This is an optimization exercise on Yosys and OpenROAD, whose aim is small area, a short achievable clock period and few clock cycles per item, not a production implementation.
Function was not checked in any run shown here: the RTL went through the layout flow alone.
In runs 1, 3 and 4 the design's own scripts or RTL, not TritonCTS, make the clock network.
The flow treats the clock pin as an ideal source. Dropping or thinning the clock tree relies on that and would not hold on a real chip.

==> flow/design.v <==
module s_box (
    input [3:0] i_sb, output [3:0] o_sb
);
    assign o_sb[0] = (!i_sb[3]&!i_sb[2]&i_sb[1]) | (!i_sb[2]&i_sb[1]&i_sb[0]) 
    | (!i_sb[3]&i_sb[2]&!i_sb[1]) | (i_sb[2]&!i_sb[1]&i_sb[0]) | 
    (i_sb[3]&!i_sb[2]&!i_sb[1]&!i_sb[0]) | (i_sb[3]&i_sb[2]&i_sb[1]&!i_sb[0]);
    assign o_sb[1] = (!i_sb[3]&!i_sb[2]&!i_sb[0]) | (!i_sb[3]&!i_sb[1]&!i_sb[0]) | (i_sb[2]&i_sb[1]&i_sb[0]) 
| (i_sb[3]&!i_sb[2]&i_sb[0]) | (i_sb[3]&i_sb[2]&i_sb[1]);
    assign o_sb[2] = (!i_sb[3]&!i_sb[2]&!i_sb[1]) | (!i_sb[2]&!i_sb[1]&!i_sb[0]) | (!i_sb[3]&i_sb[2]&!i_sb[0]) 
| (i_sb[3]&i_sb[1]&i_sb[0]) | (i_sb[3]&i_sb[2]&i_sb[0]);
    assign o_sb[3] = (!i_sb[3]&!i_sb[2]&!i_sb[0]) | (!i_sb[3]&i_sb[1]&!i_sb[0]) | (!i_sb[3]&i_sb[2]&i_sb[0]) 
| (i_sb[3]&!i_sb[1]&!i_sb[0]) | (i_sb[3]&!i_sb[2]&i_sb[1]&i_sb[0]);
endmodule
module block_shuffle (
    input [15:0] i_bs, output [15:0] o_bs
);
    assign o_bs = {i_bs[7:4], i_bs[3:0], i_bs[15:12], i_bs[11:8]};
endmodule
module round_permutation #(
    parameter [5:0] shift = 5'b0000,
    parameter [7:0] data_length = 8'd16
)(
    input [data_length - 1:0] i_rp,  output [data_length - 1:0] o_rp
); 
assign o_rp = (i_rp << shift) | (i_rp >> (data_length - shift));
endmodule
module XOR_layer (
    input [63:0] i_xor, output [63:0] o_xor
);
    assign o_xor = {(i_xor[63:48]^i_xor[47:32]^i_xor[15:0]), (i_xor[47:32]^i_xor[15:0]),(i_xor[63:48]^i_xor[31:16]), (i_xor[63:48]^i_xor[31:16]^i_xor[15:0])};
endmodule
module permutation_layer (
    input [63:0] i_pl, output [63:0] o_pl
);
    wire [63:0] bs2rp;
    wire [63:0] rp2xor;
    genvar i;
    generate
        for (i = 0; i < 4; i = i +1 ) begin
            block_shuffle bs(.i_bs(i_pl[(16*i + 15):16*i]), .o_bs(bs2rp[(16*i + 15):16*i]));
        end
    endgenerate
            round_permutation #(.shift(1), .data_length(16)) rp0(.i_rp(bs2rp[(16*0 + 15):16*0]), .o_rp(rp2xor[15:0]));
            round_permutation #(.shift(4), .data_length(16)) rp1(.i_rp(bs2rp[(16*1 + 15):16*1]), .o_rp(rp2xor[(16 + 15):16*1]));
            round_permutation #(.shift(7), .data_length(16)) rp2(.i_rp(bs2rp[(16*2 + 15):16*2]), .o_rp(rp2xor[(16*2 + 15):16*2]));
            round_permutation #(.shift(9), .data_length(16)) rp3(.i_rp(bs2rp[(16*3 + 15):16*3]), .o_rp(rp2xor[(16*3 + 15):16*3]));
    XOR_layer xl(.i_xor(rp2xor), .o_xor(o_pl));
endmodule
module add_round_key (
    input [63:0] i_ark_msg, input [63:0] i_ark_key,
    output [63:0] o_ark_cipher
);
    wire [63:0] xor_msg_key;
    wire [63:0] sb2pl;
    assign xor_msg_key = i_ark_key ^ i_ark_msg;
    genvar j;
    generate    
    for(j=0; j < 16; j = j + 1) begin
            s_box sb(.i_sb(xor_msg_key[(4*j + 3):4*j]), .o_sb(sb2pl[(4*j + 3):4*j]));
        end
    endgenerate
    permutation_layer pl(.i_pl(sb2pl), .o_pl(o_ark_cipher));
endmodule
module key_scheduler (
    input clk, rst, input [4:0] round_counter, input [79:0] i_ks_oldkey, output [79:0] o_ks_newkey 
);
    wire [79:0] level_shift;
    wire [79:0] level_sbox;
    wire [4:0] xor_rc;
    round_permutation #(.shift(13), .data_length(80)) rp (.i_rp(i_ks_oldkey), .o_rp(level_shift));
    s_box sb(.i_sb(level_shift[3:0]), .o_sb(level_sbox[3:0]));
    assign level_sbox[79:4] = level_shift[79:4];
    assign xor_rc = level_sbox[63:59]^(round_counter -1);
    assign o_ks_newkey = {level_sbox[79:64], xor_rc, level_sbox[58:0]};
endmodule
module boron_enc (
    input  clk, rst, start, input [63:0] plain_text, input [79:0] master_key,
    output reg done, output [63:0] cipher_text
);
    reg        busy;
    reg [4:0]  c;            
    reg [63:0] x;
    reg [79:0] k;
    wire [63:0] x_next;
    wire [79:0] k_next;
    boron_dp2 dp(.busy(busy), .rc0(c), .rc1(busy ? c + 5'd1 : 5'd0), .x(x), .k(k),
                 .pt(plain_text), .mk(master_key), .x_next(x_next), .k_next(k_next));
    always @(posedge clk) begin
        x <= x_next;
        k <= k_next;
        c <= busy ? c + 5'd2 : 5'd1;
    end
    always @(posedge clk) begin
        if (!rst) begin
            busy <= 1'b0;
            done <= 1'b0;
        end else begin
            done <= busy && c == 5'd23;
            if (!busy)
                busy <= start;
            else if (c == 5'd23)
                busy <= 1'b0;
        end
    end
    assign cipher_text = x;
endmodule
module boron_dp2 (
    input busy, input [4:0] rc0, input [4:0] rc1, input [63:0] x, input [79:0] k,
    input [63:0] pt, input [79:0] mk,
    output [63:0] x_next, output [79:0] k_next
);
    wire [63:0] sp0, sp1, y;
    wire [79:0] k_upd, k1;
    add_round_key ark0(.i_ark_msg(x), .i_ark_key(64'd0), .o_ark_cipher(sp0));
    key_scheduler ks0(.clk(1'b0), .rst(1'b0), .round_counter(rc0 + 5'd1), .i_ks_oldkey(k), .o_ks_newkey(k_upd));
    assign k1 = busy ? k_upd : mk;
    assign y  = (busy ? sp0 : pt) ^ k1[63:0];
    add_round_key ark1(.i_ark_msg(y), .i_ark_key(64'd0), .o_ark_cipher(sp1));
    key_scheduler ks1(.clk(1'b0), .rst(1'b0), .round_counter(rc1 + 5'd1), .i_ks_oldkey(k1), .o_ks_newkey(k_next));
    assign x_next = sp1 ^ k_next[63:0];
endmodule
==> flow/flow/run.sh <==
#!/bin/bash
# Standard layout with three changes:
#  - the design's boron_dp2 module (the next-state logic of two rounds) is replaced by
#    the same function mapped by hand to cells (dp_mapped.v, from gen/mkdp2.py);
#    the registers and the rest of the design go through the standard synthesis;
#  - smaller port buffers (ports.tcl);
#  - a clock tree with the same number of buffers to every register (cts.tcl).
set -euo pipefail
here=$(pwd)
python3 flow/subst.py design.v flow/dp_mapped.v > design_mapped.v 2> subst.log
args=("VERILOG_FILES=$here/design_mapped.v" "PRE_GLOBAL_PLACE_TCL=$here/flow/ports.tcl" "PRE_CTS_TCL=$here/flow/cts.tcl")
if [[ -f flow/extra.txt ]]; then while read -r l; do [[ -n "$l" ]] && args+=("$l"); done < flow/extra.txt; fi
bash standard.sh "${args[@]}" finish > standard.log 2>&1
==> flow/flow/cts.tcl <==
# Clock tree built here instead of by TritonCTS. The flip-flops are split into
# 2^LEAF_LEVELS groups of equal size (alternately by median x and median y);
# each group gets a clkbuf_16 leaf buffer at its centre. With ROOT_LEVELS > 0
# the leaf buffers are themselves split the same way into 2^ROOT_LEVELS groups,
# each driven by a clkbuf_16 root buffer; the clock port drives the roots (or
# the leaves). Every register sees the same number of buffers from the port.
set ::cts_leaf_levels [expr {[info exists ::env(CTS_LEAF_LEVELS)] ? $::env(CTS_LEAF_LEVELS) : 2}]
set ::cts_root_levels [expr {[info exists ::env(CTS_ROOT_LEVELS)] ? $::env(CTS_ROOT_LEVELS) : 0}]
rename clock_tree_synthesis std_clock_tree_synthesis
proc split_sinks {sinks axis levels} {
  if {$levels == 0} { return [list $sinks] }
  set sorted [lsort -integer -index $axis $sinks]
  set half [expr {[llength $sorted] / 2}]
  set out {}
  foreach part [list [lrange $sorted 0 [expr {$half - 1}]] [lrange $sorted $half end]] {
    lappend out {*}[split_sinks $part [expr {1 - $axis}] [expr {$levels - 1}]]
  }
  return $out
}
proc drive_group {block master net_in g name} {
  set sx 0; set sy 0
  foreach s $g { incr sx [lindex $s 0]; incr sy [lindex $s 1] }
  set cnt [llength $g]
  set x [expr {$sx / $cnt}]
  set y [expr {$sy / $cnt}]
  set net [odb::dbNet_create $block "clknet_$name"]
  $net setSigType CLOCK
  set buf [odb::dbInst_create $block $master "clkbuf_$name"]
  $buf setLocation $x $y
  $buf setPlacementStatus PLACED
  [$buf findITerm A] connect $net_in
  [$buf findITerm X] connect $net
  foreach s $g {
    set it [lindex $s 2]
    $it disconnect
    $it connect $net
  }
  puts "clock buffer $name: $cnt sinks"
  return [list $x $y [$buf findITerm A]]
}
proc clock_tree_synthesis {args} {
  set block [ord::get_db_block]
  set master [[ord::get_db] findMaster sky130_fd_sc_hd__clkbuf_16]
  set clk_net [$block findNet clk]
  set sinks {}
  foreach it [$clk_net getITerms] {
    set loc [[$it getInst] getLocation]
    lappend sinks [list [lindex $loc 0] [lindex $loc 1] $it]
  }
  set leaves {}
  set n 0
  foreach g [split_sinks $sinks 0 $::cts_leaf_levels] {
    lappend leaves [drive_group $block $master $clk_net $g "leaf_$n"]
    incr n
  }
  if {$::cts_root_levels > 0} {
    set n 0
    foreach g [split_sinks $leaves 0 $::cts_root_levels] {
      drive_group $block $master $clk_net $g "root_$n"
      incr n
    }
  }
  set_propagated_clock [all_clocks]
}
==> flow/flow/extra.txt <==
CTS_LEAF_LEVELS=3
CTS_ROOT_LEVELS=1
==> flow/flow/ports.tcl <==
# Port buffers: buf_1 on the inputs, buf_2 on the outputs (which drive the
# output load), in place of the single buffer_ports call global placement makes.
rename buffer_ports std_buffer_ports
proc buffer_ports {args} {
  std_buffer_ports -inputs -buffer_cell sky130_fd_sc_hd__buf_1
  std_buffer_ports -outputs -buffer_cell sky130_fd_sc_hd__buf_2
}
==> flow/flow/subst.py <==
#!/usr/bin/env python3
"""subst.py DESIGN MAPPED: prints DESIGN with its boron_dp2 module replaced by the
cell-level modules in MAPPED (the same function, mapped by hand)."""
import re, sys
design = open(sys.argv[1]).read()
mapped = open(sys.argv[2]).read()
out, n = re.subn(r"(?ms)^\s*module\s+boron_dp2\b.*?^\s*endmodule\b", "", design)
if n != 1:
    sys.exit("boron_dp2 not found exactly once in " + sys.argv[1])
sys.stdout.write(out + "\n" + mapped)
==> flow/standard.sh <==
#!/bin/bash
# synth_recipe.tcl (not shown) runs the flow's synth.tcl, then flattens the netlist and writes it again
# the make line also repeats each setting of config.mk as NAME=value (left out here)
make -C /OpenROAD-flow-scripts/flow DESIGN_CONFIG=/design/flow/config.mk WORK_HOME=/design/flow/orfs CLKGATE_MAP_FILE= SYNTH_SCRIPT=/design/flow/synth_recipe.tcl "${@:-finish}"
==> flow/config.mk <==
export PLATFORM = sky130hd
export DESIGN_NAME = boron_enc
export DESIGN_NICKNAME = boron_enc
export VERILOG_FILES = /design/flow/design.v
export SDC_FILE = /design/flow/constraint.sdc
export NUM_CORES = 4
export LEC_CHECK = 0
export CAP_MARGIN = 20
export CORE_MARGIN = 2
export CORE_UTILIZATION = 65
export SLEW_MARGIN = 20
==> flow/constraint.sdc <==
create_clock -name core_clock -period 5.0 [get_ports {clk}]
set_input_delay 1.0000 -clock core_clock [delete_from_list [all_inputs] [get_ports {clk}]]
set_output_delay 1.0000 -clock core_clock [all_outputs]
set_load 0.01 [all_outputs]
Not shown: flow/flow/dp_mapped.v
==> qor.yml, run 1 <==
cts-hold-fix-buffers: 0
final_cell_area_um2: 11400
synthFlopType: "dfxtp_1"
hold_class: "reg -> reg"
seq_cells: 150
ios: 212
yosys-top-cells-area: "dfxtp_1, xor2_1, mux2_1, mux2i_1, xnor2_1"
wl_per_cell_um: 18.9
rows: 45
synthMostInstantiatedCell: "xor2_1"
status: "timing/DRC/antenna clean"
wirelength_um: 29700
multi_input_area_share_pct: 60.0
grt-ovfl-total: 0
final_common_cell: "xor2_1"
cpMostUsedCell: "xor2_1"
die_area_um2: 16300
worstSetupStartpointType: "flip-flop"
dp.cells: 1562
grt_start_max_net_pins: 49
crit_family: "XOR/XNOR gates"
r2r_cells: 12
firstDrtPassIters: 5
worstMarginPinSlew_ns: 0.593
synth-simple-area-share_pct: 16.5
grt.total_usage_pct: 35.1
rsz0062_at_grt: "false"
yosysTopAreaCell: "dfxtp_1"
yosys-mux-area-fraction_pct: 15.7
finalSetupViolCount: 0
synth_compound_area_share_pct: 12.6
cp.arrival_ns: 3.76
cp_num_buf_inv: 0
grt_busiest_layer: "met2"
finalSetupTns_ns: 0
worstPathCellList: "nand2b_1, o21ai_1, o22a_1, xor2_1, xor2_1, mux2i_1, xnor2_1, nand2b_1, o21ai_1, o22a_1, xor2_1, xor2_1"
==> run 2: changes to the inputs <==
--- a/flow/config.mk
+++ b/flow/config.mk
@@ -8,4 +8,5 @@
 export CAP_MARGIN = 20
 export CORE_MARGIN = 2
 export CORE_UTILIZATION = 65
+export SETUP_SLACK_MARGIN = 2.2
 export SLEW_MARGIN = 20
==> qor.yml, run 2 <==
status: "stopped before the end"
lastStage: "global routing"
stop_error: "[ERROR DPL-0038] Utilization greater than 100%, impossible to legalize"
ys_seq_elements: 150
dp.cells: 1564  # +0.13%
ys_types: 24
rows: 45  # unchanged
yosysSeqAreaShare_pct: 30.2
place.gp.congestion: 0.965
synth_edf_count: 0
yosysTopAreaCell: "dfxtp_1"
ys_top_cells_by_count: "xor2_1, dfxtp_1, nor2_1"
die-height_um: 128
portBuffers: 211
yosys-top-cells-area: "dfxtp_1, xor2_1, mux2_1, mux2i_1, xnor2_1"
start_util_pct: 66.0
pre_cts_ws_ns: 1.63
dpl.hpwl_um: 24900
grt_start_max_net_pins: 31
syn-cell-area_um2: 9960
syn-instance-count: 1160
yosysWarnings: 1
die_x_um: 128
worst-ep-kind: "register input"
synthFlopType: "dfxtp_1"
avgSynthCellArea_um2: 8.59
synthMostInstantiatedCell: "xor2_1"
yosysTopAreaCellShare_pct: 30.2
ys_async_sr_fraction_pct: 0
synth_fp_nets: 1308
ios: 212  # unchanged
placed_area_um2: 11700
worst_endpoint: "x[10]$_DFF_P_/D"
-- run 2: cell counts after synthesis --
Identical to the previous run, type by type.
-- run 2: cell families after synthesis --
| group | count (synthesis) | share of synthesized area, % |
|---|---|---|
| simple gates | 352 | 16.5 |
| xor+xnor | 267 | 23.5 |
| compound gates | 206 | 12.6 |
| flops | 150 | 30.2 |
| mux | 146 | 15.7 |
| buf+inv | 36 | 1.39 |
| other cells | 2 | 0.0754 |
| fa+ha+maj | 1 | 0.126 |
-- run 2: worst max-delay path by stage --
stage | endpoint | startpoint | cells after the start
CTS | x[62] | x[54] | 13
floorplan | x[32] | busy | 7
detailed placement | x[5] | busy | 9
global placement | x[5] | busy | 9
-- run 2: what timing repair did --
item | CTS
setup endpoints to repair | 64
endpoints found under the hold margin | 0
pin swaps | 151
hold buffers | 0
setup buffers | 87
resized for setup | 302
==> run 3: changes to the inputs <==
--- a/flow/config.mk
+++ b/flow/config.mk
@@ -7,6 +7,6 @@
 export LEC_CHECK = 0
 export CAP_MARGIN = 20
 export CORE_MARGIN = 2
-export CORE_UTILIZATION = 65
-export SETUP_SLACK_MARGIN = 2.2
+export CORE_UTILIZATION = 50
+export SETUP_SLACK_MARGIN = 2.15
 export SLEW_MARGIN = 20
==> qor.yml, run 3 <==
status: "timing/DRC/antenna clean"
grt-ovfl-total: 0
grt_first_pass_wirelength_um: 50900
max_flop_register: "k"
first_iter_violations: 722
yosysTopAreaCell: "dfxtp_1"
rows: 51  # +13%
dpl.hpwl_um: 25900  # +4.1%
syn-instance-count: 1160  # unchanged
die_x_um: 145  # +14%
yosysSeqAreaShare_pct: 30.2  # unchanged
hold_ws_ns: 0.444
cp_num_buf_inv: 3
clk_pin_slew_ns: 0.08
die-height_um: 145  # +14%
required_ns: 5.24
worstSetupStartpointType: "flip-flop"
clk_latency_ns: 0.32
maxCapViolations: 0
max_stage_delay_ns: 0.38
crit_family: "XOR/XNOR gates"
reg_top3: "k: 80 flops, x: 64 flops, c: 4 flops"
finalSetupTns_ns: 0
start_util_pct: 51.0  # -15 points
place.gp.congestion: 0.946  # -2.1%
synth_fp_nets: 1308  # unchanged
die_area_um2: 21100
num_vias: 10200
dp.cells: 1637  # +4.7%
grt_start_max_net_pins: 36
wirelength_um: 39700
fill_cells: 1160
ys_async_sr_fraction_pct: 0  # unchanged
final_cells: 1789
firstDrtPassIters: 5
yosysWarnings: 1  # unchanged
first_global_vias: 9132
cp.arrival_ns: 3.34
rsz0062_at_grt: "true"
viasPerCell: 5.69
largest_reg_flops: 80
cp_slowest_cell: "dfxtp_4"
fmax_mhz: 322
ys_types: 24  # unchanged
grt.total_usage_pct: 31.2
final_layout_size_suffix_gt1_share_pct: 52.7
drv_slew: 0
antenna_found_initial: 1
period_minus_slack_ns: 3.10
wl_per_cell_um: 22.2
cts-hold-fix-buffers: 0  # unchanged
hold_class: "reg -> reg"
ys_top_cells_by_count: "xor2_1, dfxtp_1, nor2_1"
synthFlopType: "dfxtp_1"
area_growth_pct: 60.1
syn-cell-area_um2: 9960  # unchanged
ant_nets: 0
ios: 212  # unchanged
drc_errors: 0
final_common_cell: "buf_1"
hold_violations: 0
nets: 1674
fin_crit_sh_pct: 62.1
portBuffers: 211  # unchanged
synth_edf_count: 0  # unchanged
finalSetupViolCount: 0
yosysTopAreaCellShare_pct: 30.2  # unchanged
final_cell_mix: "buf_1, buf_4, xor2_1, dfxtp_1, nor2_1"
synthMostInstantiatedCell: "xor2_1"
avgSynthCellArea_um2: 8.59  # unchanged
ys_seq_elements: 150  # unchanged
antennaDiodeCount: 0
yosys-top-cells-area: "dfxtp_1, xor2_1, mux2_1, mux2i_1, xnor2_1"
utilization_pct: 81.7
core-area_um2: 19500
worstPathCellList: "inv_4, nor2_2, o21ai_2, o22a_2, xor2_2, xor2_2, mux2i_2, xnor2_2, buf_4, buf_4, a22oi_1, o22a_2, xor2_4, xor2_1"
critPathKind: "reg -> reg"
skew_ns: 0.00925
cp_max_fo: 4
endpoint_kind: "flip-flop"
==> run 3: what timing repair did <==
item / 4_1_cts / 5_1_grt
setup buffers: 68 / 72
hold endpoints to repair: 0 / 0
endpoints found under the setup margin: 64 / 64
gates cloned: 2 / 0
pin swaps: 113 / 178
gates resized for setup: 240 / 408
==> run 3: path summary, 6_finish.rpt <==
check / from / to / slack (ns) / cells after the start
worst max register to register: x[62] / x[60] / 1.90 / 14
worst min-delay path: k[53] / k[79] / 0.44 / 1
worst min register to register: k[53] / k[79] / 0.44 / 1
worst max-delay path: x[62] / x[60] / 1.90 / 14
==> run 3: metal layers <==
layer / track usage [%] / share of wire [%] / wire length (um) / vias up
met1: 41.1 / 40 / 15900 / 4908
met5: 0 / 0 / 0 / -
li1: - / - / - / 4666
met2: 53.3 / 49 / 19300 / 475
met4: 9.56 / 4.9 / 1930 / 0
met3: 4.12 / 6.5 / 2570 / 125
==> run 3: worst reg2reg max path: cells and delay by family, from the launching register on <==
kind / cells / cell delay [ns]
XOR/XNOR: 5 / 1.00
AO/OA/AOI/OAI: 4 / 0.91
flip-flops: 1 / 0.38
buffers and inverters: 3 / 0.33
multiplexers: 1 / 0.29
AND/OR/NAND/NOR: 1 / 0.11
==> run 3: final cells by class <==
type,instances,area [um^2],area share [%]
tap,265,332,2.08
multi-input combinational,974,9910,62.1
sequential,150,3180,19.9
inverter,35,171,1.07
timing repair buffer,355,2110,13.2
buffer,10,250,1.57
==> run 3: cells by family after synthesis <==
kind of cell               after synthesis  share of synthesized area [%]
DFF                                    150                           30.2
and+or+nand+nor                        352                           16.5
adders and majority gates                1                          0.126
AOI/OAI and AO/OA                      206                           12.6
buffers and inverters                   36                           1.39
muxes                                  146                           15.7
other                                    2                         0.0754
xor gates and xnor gates               267                           23.5
==> run 3: stage by stage <==
stage	setup slack (ns)	cell area, um^2
2_1_floorplan	1.94	10500
3_3_place_gp	1.67	11800
3_5_place_dp	1.66	11800
4_1_cts	2.12	13600
5_1_grt	1.81	15900
6_report	1.90	15900
==> run 4: changes to the inputs <==
--- a/flow/config.mk
+++ b/flow/config.mk
@@ -8,5 +8,5 @@
 export CAP_MARGIN = 20
 export CORE_MARGIN = 2
 export CORE_UTILIZATION = 50
-export SETUP_SLACK_MARGIN = 2.15
+export SETUP_SLACK_MARGIN = 1.9
 export SLEW_MARGIN = 20
==> qor.yml, run 4 <==
hold_class: "reg -> reg"
die_x_um: 145  # unchanged
antennaDiodeCount: 0  # unchanged
skew_ns: 0.0141  # +0.00484 ns
synth_edf_count: 0  # unchanged
wl_met2_um: 15900  # -17%
routed.top_layer: "met4"
rows: 51  # unchanged
period_minus_slack_ns: 3.09  # -0.0114 ns
largest_reg_flops: 80  # unchanged
place.gp.congestion: 0.974  # +3.0%
die_area_um2: 21100  # unchanged
nets: 1578  # -5.7%
reg2reg_slack_ns: 1.91  # about the same
drv_slew: 0  # unchanged
cts-hold-fix-buffers: 0  # unchanged
placed_area_um2: 11400  # -3.0%
syn-instance-count: 1160  # unchanged
ys_top_cells_by_count: "xor2_1, dfxtp_1, nor2_1"
finalSetupViolCount: 0  # unchanged
synth_fp_nets: 1308  # unchanged
synthMostInstantiatedCell: "xor2_1"
yosys-top-cells-area: "dfxtp_1, xor2_1, mux2_1, mux2i_1, xnor2_1"
synthFlopType: "dfxtp_1"
antenna_found_initial: 1  # unchanged
viasPerCell: 5.42  # -4.6%
final_cell_mix: "buf_1, xor2_1, nor2_1, dfxtp_1, mux2_1"
dr_wl_met3_um: 2130  # -17%
critPathKind: "reg -> reg"
status: "timing/DRC/antenna clean"
grt-ovfl-total: 0  # unchanged
ios: 212  # unchanged
rr_endpoint: "x[9]"
fin_crit_sh_pct: 61.9  # -0.23 points
clk_pin_slew_ns: 0.09  # about the same
grt.total_usage_pct: 29.3  # -1.8 points
fill_cells: 1700  # +47%
wl_met1_um: 14800  # -7.2%
first_iter_violations: 656  # -9.1%
multiInputGateArea_um2: 8020  # -19%
required_ns: 5.20  # -0.04 ns
fmax_mhz: 323  # +0.37%
clk_latency_ns: 0.32  # about the same
num_vias: 9181  # -9.8%
drc_errors: 0  # unchanged
yosysTopAreaCellShare_pct: 30.2  # unchanged
holdPathStages: 1  # unchanged
maxCapViolations: 0  # unchanged
endpoint_kind: "flip-flop"
dpl.hpwl_um: 26500  # +2.2%
avgSynthCellArea_um2: 8.59  # unchanged
start_util_pct: 51.0  # unchanged
ys_types: 24  # unchanged
ys_seq_elements: 150  # unchanged
portBuffers: 211  # unchanged
wirelength_um: 33800  # -15%
syn-cell-area_um2: 9960  # unchanged
yosysTopAreaCell: "dfxtp_1"
final_cell_area_um2: 13100  # -18%
reg2reg_from: "x[49]"
hold_end: "k[77]"
regArea_um2: 3040  # -4.4%
grt_start_max_net_pins: 31  # -14%
r2r_cells: 15  # +1
ys_async_sr_fraction_pct: 0  # unchanged
rsz0062_at_grt: "true"
final_layout_size_suffix_gt1_share_pct: 26.4  # -26 points
cp.arrival_ns: 3.30  # -0.04 ns
firstDrtPassIters: 5  # unchanged
worstSetupStartpointType: "flip-flop"
reg_top3: "k: 80 flops, x: 64 flops, c: 4 flops"
yosysWarnings: 1  # unchanged
final_common_cell: "buf_1"
holdCritStartpoint: "k[51]"
max_flop_register: "k"
ant_nets: 0  # unchanged
hold_violations: 0  # unchanged
wl_per_cell_um: 19.9  # -10%
die-height_um: 145  # unchanged
first_global_vias: 8338  # -8.7%
cp_max_fo: 5  # +1
grt_first_pass_wirelength_um: 47600  # -6.5%
finalSetupTns_ns: 0  # unchanged
core-area_um2: 19500  # unchanged
yosysSeqAreaShare_pct: 30.2  # unchanged
area_growth_pct: 31.2
hold_ws_ns: 0.449  # +0.00538 ns
## run 4: worst max-delay path, cell delays in order (launching register included)
cell	delay, ns
dfxtp_1	0.42
nor2b_2	0.26
nor3_1	0.10
a21oi_2	0.20
xor2_1	0.25
xor2_1	0.13
mux2i_1	0.33
xnor2_1	0.15
buf_4	0.15
nor2_1	0.18
nor2_1	0.11
nand2_1	0.10
o21ai_2	0.05
buf_4	0.16
xor2_2	0.19
xor2_2	0.20
## run 4: logic make-up (layout without fill, tap and decap cells)
| group | count (synthesis) | count (layout) | share of synthesized area [%] |
|---|---|---|---|
| and+or+nand+nor | 352 | 352 | 16.5 |
| xor gates and xnor gates | 267 | 267 | 23.5 |
| AOI/OAI and AO/OA | 206 | 206 | 12.6 |
| DFF | 150 | 150 | 30.2 |
| muxes | 146 | 146 | 15.7 |
| buffers and inverters | 36 | 304 | 1.39 |
| other | 2 | 2 | 0.0754 |
| adders and majority gates | 1 | 1 | 0.126 |
## run 4: how the worst max path moves through the flow
stage	start	to	slack (ns)	cells past startpoint
final	x[49]	x[9]	1.91	15
after global placement	x[8]	x[3]	1.43	13
after global routing	x[49]	x[9]	1.80	15
after CTS	x[54]	x[48]	1.83	14
after detailed placement	x[8]	x[3]	1.44	13
after floorplan	busy	x[38]	1.90	7
## run 4: final cells by class
type | count | area share, %
timing repair buffer | 259 | 9.89
tap | 265 | 2.54
sequential | 150 | 23.3
inverter | 35 | 1.01
buffer | 10 | 1.92
multi-input combinational | 974 | 61.4
## run 4: per-stage QoR
stage	util, %	instances	setup slack (ns)
2_1_floorplan	-	1160	1.90
3_3_place_gp	58.5	1644	1.43
3_5_place_dp	58.5	1644	1.44
4_1_cts	62.1	1666	1.83
5_1_grt	66.9	1693	1.80
6_report	66.9	1693	1.91
## run 4: timing repair
item	in CTS	in global routing
pin swaps	27	61
resized for setup	65	164
setup endpoints to repair	59	64
setup buffers	12	27
cloned	0	0
## run 4: routing by layer
layer,vias to the layer above,GRT usage [%]
met5,-,0
met4,0,8.14
met3,38,3.55
met2,317,49.2
met1,4356,40.0
li1,4470,-

==> afterwards: timing with drivers on the ports <==
Ports are ideal in the flow. The routed layouts listed here were re-timed in OpenROAD. Step 1 (the two cells are an assumption about what drives the block):
set clk [get_ports {clk}]
set_driving_cell -lib_cell sky130_fd_sc_hd__clkbuf_16 $clk
set_driving_cell -lib_cell sky130_fd_sc_hd__buf_2 [delete_from_list [all_inputs] $clk]
Step 2 moves the port delays by t, midway between the first and last clock arrival at a register: inputs arrive t later, outputs are due t later. That takes back most of the time a late clock gives input paths. a / b / c = no drivers / after step 1 / after step 2; a / b = the first two.
run | t (ns) | setup WS [ns] | worst setup path after step 2 | worst data-port slew with drivers (ns) | cell pins on the clock port's net
run 1 | 0.373 | 1.479 / 1.479 / 1.479 | register to register | 0.04 | 2
run 3 | 0.378 | 1.895 / 1.895 / 1.895 | register to register | 0.04 | 2
run 4 | 0.374 | 1.907 / 1.907 / 1.907 | register to register | 0.04 | 2
After both steps setup and hold are still met in every run listed.
